Context: an optimization exercise on an open-source flow, tuned for small area, a short achievable clock period and few clock cycles per item. The choices shown serve that exercise and are no tape-out recipe.
RTL that was checked went through simulation tests only; none was proved equivalent to the original.

rev 12:
==> flow/design.v (excerpt) <==
module ahb_lite_fir_filter (
    input  wire        clk,
    input  wire        n_rst,
    input  wire        hsel,
    input  wire [3:0]  haddr,
    input  wire        hsize,
    input  wire [1:0]  htrans,
    input  wire        hwrite,
    input  wire [15:0] hwdata,
    output reg  [15:0] hrdata,
    output reg         hresp
);
==> flow/config.mk <==
export PLATFORM = sky130hd
export DESIGN_NAME = ahb_lite_fir_filter
export DESIGN_NICKNAME = ahb_lite_fir_filter
export VERILOG_FILES = /design/flow/design.v
export SDC_FILE = /design/flow/constraint.sdc
export NUM_CORES = 4
export LEC_CHECK = 0
export CAP_MARGIN = 20
export CORE_MARGIN = 2
export CORE_UTILIZATION = 40
export SETUP_SLACK_MARGIN = 5
export SLEW_MARGIN = 20
==> flow/constraint.sdc <==
create_clock -name core_clock -period 11.0 [get_ports {clk}]
set_input_delay 2.2000 -clock core_clock [delete_from_list [all_inputs] [get_ports {clk}]]
set_output_delay 2.2000 -clock core_clock [all_outputs]
set_load 0.01 [all_outputs]
run.sh (not shown) runs the stock make flow with config.mk's settings and CLKGATE_MAP_FILE= SYNTH_SCRIPT=/design/flow/synth_recipe.tcl, a recipe that flattens the netlist after the stock synthesis.
Testbench counts of rev 12, summed over its fixed seeds: cycles 4,880, samples 1,600.
The inputs of rev 13 differ from those of rev 12 as listed below.
--- a/flow/design.v
+++ b/flow/design.v
@@ -497,14 +497,41 @@
             assign two[j] = (b2 & ~b1 & ~b0) | (~b2 & b1 & b0);
             if (j < 8) begin : gn
                 assign neg[j] = b2;
             end
         end
     endgenerate
 endmodule
+module prefix16 (
+    input  wire [15:0] g,
+    input  wire [15:0] p,
+    output wire        G,
+    output wire        P
+);
+    wire [7:0] ga, pa;
+    wire [3:0] gb, pb;
+    wire [1:0] gc, pc;
+    genvar i;
+    generate
+        for (i = 0; i < 8; i = i + 1) begin : l1
+            assign ga[i] = g[2*i+1] | (p[2*i+1] & g[2*i]);
+            assign pa[i] = p[2*i+1] & p[2*i];
+        end
+        for (i = 0; i < 4; i = i + 1) begin : l2
+            assign gb[i] = ga[2*i+1] | (pa[2*i+1] & ga[2*i]);
+            assign pb[i] = pa[2*i+1] & pa[2*i];
+        end
+        for (i = 0; i < 2; i = i + 1) begin : l3
+            assign gc[i] = gb[2*i+1] | (pb[2*i+1] & gb[2*i]);
+            assign pc[i] = pb[2*i+1] & pb[2*i];
+        end
+    endgenerate
+    assign G = gc[1] | (pc[1] & gc[0]);
+    assign P = pc[1] & pc[0];
+endmodule
 module ahb_lite_fir_filter (
     input  wire        clk,
     input  wire        n_rst,
     input  wire        hsel,
     input  wire [3:0]  haddr,
     input  wire        hsize,
     input  wire [1:0]  htrans,
@@ -639,25 +666,32 @@
         pa  <= ma_a;
         pb  <= ma_b;
         pcl <= ma_c;
     end
     wire [24:0] U2  = {1'b0, pa, 1'b1} + {1'b0, pb, pcl};
     wire [23:0] U   = U2[24:1];
     wire [15:0] T   = U[22:7];
-    wire        w   = U[23];
-    wire        cin = U[7] ^ pa[7] ^ pb[7];
+    wire [7:0]  lo2 = {1'b0, pa[6:0]} + {1'b0, pb[6:0]} + {7'd0, pcl};
+    wire        cin = lo2[7];
     wire [15:0] ph  = pa[22:7];
     wire [15:0] qh  = pb[22:7];
     wire [15:0] nk  = ~ACC[15:0];
-    wire [16:0] sv  = {1'b0, ph ^ qh ^ nk};
-    wire [16:0] cv  = {(ph & qh) | (ph & nk) | (qh & nk), 1'b0};
-    wire [18:0] R2  = {1'b0, sv, cin} + {1'b0, cv, 1'b1};
-    wire [17:0] R   = R2[18:1];
-    wire ovf3  = ~ACC[17] & ACC[16];
-    wire err4  = ACC[17] & (w ? R[17] : (R[17] | R[16]));
+    wire [15:0] sv  = ph ^ qh ^ nk;
+    wire [15:0] cm  = (ph & qh) | (ph & nk) | (qh & nk);
+    wire [15:0] g1 = ph & qh;
+    wire [15:0] p1 = ph | qh;
+    wire [15:0] g2 = sv & {cm[14:0], 1'b0};
+    wire [15:0] p2 = sv | {cm[14:0], 1'b0};
+    wire gw, pw, gr, pr;
+    prefix16 PW (.g(g1), .p(p1), .G(gw), .P(pw));
+    prefix16 PR (.g(g2), .p(p2), .G(gr), .P(pr));
+    wire w    = gw | (pw & cin);
+    wire c16  = gr | (pr & cin);
+    wire ovf3 = ~ACC[17] & ACC[16];
+    wire err4 = ACC[17] & (w ? (cm[15] & c16) : (cm[15] | c16));
     wire err_n = ovf3 | err4;
     wire        a_sub = (tag == T_P0) | (tag == T_L2) | (tag == T_W2);
     wire [17:0] a_op  = (tag == T_W2) ? {2'b00, M3} : (tag == T_L3) ? 18'd0 : ACC;
     wire [18:0] a_s2  = {a_op, 1'b1} + {{2'b00, T} ^ {18{a_sub}}, a_sub};
     wire [17:0] a_sum = a_s2[18:1];
     wire [17:0] nacc4 = {2'b00, T} - ACC;
     wire [15:0] res_n = a_sum[17] ? nacc4[15:0] : a_sum[15:0];
Notes after the runs:
Changes observed in rev 13 relative to rev 12: placeable core region up 0.91%; total half-perimeter wirelength after legalization and detailed placement +6.0%. Wire length the detailed router placed on met1 sits higher in rev 13 than in rev 12. Having completed the whole flow, rev 13 delivered a layout that passed the timing, DRC and antenna checks. Delta (rev 13 minus rev 12): length of routed met3 wiring up about 16%, worst path setup slack after routing went down by 120 ps. The start-to-end type of the worst setup path comes out flip-flop to output port in one run and input pin to flip-flop in the other, namely in rev 13 and rev 12 respectively.
Testbench counts of rev 13, summed over its fixed seeds: cycles 4,880, samples 1,600.

---

Another version of the RTL of ahb_lite_fir_filter (not shown whole).
Size: about 2700 cells after synthesis, about 340 flip-flops, roughly 25000 sq um of cells after synthesis.
export LEC_CHECK = 0
export ABC_AREA = 1
export CAP_MARGIN = 20
export CORE_MARGIN = 2
export CORE_UTILIZATION = 40
export CTS_CLUSTER_DIAMETER = 120
export CTS_CLUSTER_SIZE = 22
export PLACE_DENSITY = 0.7
export SETUP_SLACK_MARGIN = 5
export SLEW_MARGIN = 20
create_clock -name core_clock -period 11.0 [get_ports {clk}]
standard.sh (not shown) runs the stock make flow with config.mk's settings and CLKGATE_MAP_FILE= SYNTH_SCRIPT=/design/flow/synth_recipe.tcl, a recipe that flattens the netlist after the stock synthesis.
==> flow/flow/run.sh <==
#!/bin/bash
bash standard.sh SETUP_SLACK_MARGIN=6.0 "BUFFER_PORTS_ARGS=-buffer_cell sky130_fd_sc_hd__buf_2" finish > standard.log 2>&1
Testbench counts at the start, summed over its fixed seeds: cycles 4,880, samples 1,600.
==> next run, changes <==
--- a/flow/design.v
+++ b/flow/design.v
@@ -664,35 +664,31 @@
     reg [22:0] pa, pb;
     reg        pcl;
     always @(posedge clk) begin
         pa  <= ma_a;
         pb  <= ma_b;
         pcl <= ma_c;
     end
     wire [24:0] U2  = {1'b0, pa, 1'b1} + {1'b0, pb, pcl};
     wire [23:0] U   = U2[24:1];
     wire [15:0] T   = U[22:7];
-    wire [7:0]  lo2 = {1'b0, pa[6:0]} + {1'b0, pb[6:0]} + {7'd0, pcl};
-    wire        cin = lo2[7];
+    wire        cin = U[7] ^ pa[7] ^ pb[7];
     wire [15:0] ph  = pa[22:7];
     wire [15:0] qh  = pb[22:7];
     wire [15:0] nk  = ~ACC[15:0];
     wire [15:0] sv  = ph ^ qh ^ nk;
     wire [15:0] cm  = (ph & qh) | (ph & nk) | (qh & nk);
-    wire [15:0] g1 = ph & qh;
-    wire [15:0] p1 = ph | qh;
     wire [15:0] g2 = sv & {cm[14:0], 1'b0};
     wire [15:0] p2 = sv | {cm[14:0], 1'b0};
-    wire gw, pw, gr, pr;
-    prefix16 PW (.g(g1), .p(p1), .G(gw), .P(pw));
+    wire gr, pr;
     prefix16 PR (.g(g2), .p(p2), .G(gr), .P(pr));
-    wire w    = gw | (pw & cin);
+    wire w    = U[23];
     wire c16  = gr | (pr & cin);
     wire ovf3 = ~ACC[17] & ACC[16];
     wire err4 = ACC[17] & (w ? (cm[15] & c16) : (cm[15] | c16));
     wire err_n = ovf3 | err4;
     wire        a_sub = (tag == T_P0) | (tag == T_L2) | (tag == T_W2);
     wire [17:0] a_op  = (tag == T_W2) ? {2'b00, M3} : (tag == T_L3) ? 18'd0 : ACC;
     wire [18:0] a_s2  = {a_op, 1'b1} + {{2'b00, T} ^ {18{a_sub}}, a_sub};
     wire [17:0] a_sum = a_s2[18:1];
     wire        mb_act = (mbk != 2'd3);
     wire [15:0] xm = ({16{~msh & ~zh1}} & H1) | ({16{msh & ~zh2}} & H2);
Synthesized cell count drops by 4.2%.
Sequential share of layout area rises by 0.78 points.
Setup slack is worse by 0.14 ns.
Cell area drops by 2.2%.
For the second run of this note, only the layout was checked, not whether the RTL still works.

[afterwards: timing with drivers on the ports]
The flow's constraints put no driver on any port. The routed layouts listed below were extracted and timed again, unchanged, in two steps. Step 1 assumes that a clkbuf_16 drives the clock port and a buf_2 every other input. Step 2 moves the port delays by t, midway between the first and last clock arrival at a register: inputs arrive t later, outputs are due t later. That takes back most of the time a late clock gives input paths. a / b / c = ideal ports / drivers / drivers and shift; a / b = the first two.
| run | t (ns) | setup WS [ns] | worst setup path after step 2 |
|---|---|---|---|
| rev 12 | 0.633 | 5.112 / 5.087 / 4.518 | input to register |
| rev 13 | 0.640 | 4.993 / 4.929 / 4.451 | input to register |
| the first run of note 2 | 0.619 | 6.021 / 5.955 / 5.519 | input to register |
| the second run of note 2 | 0.611 | 5.883 / 5.825 / 5.556 | input to register |
After both steps setup and hold are still met in every run listed. For rev 12, which loses most, drivers alone change the setup slack by -0.025 ns; drivers and shift together by -0.594 ns.
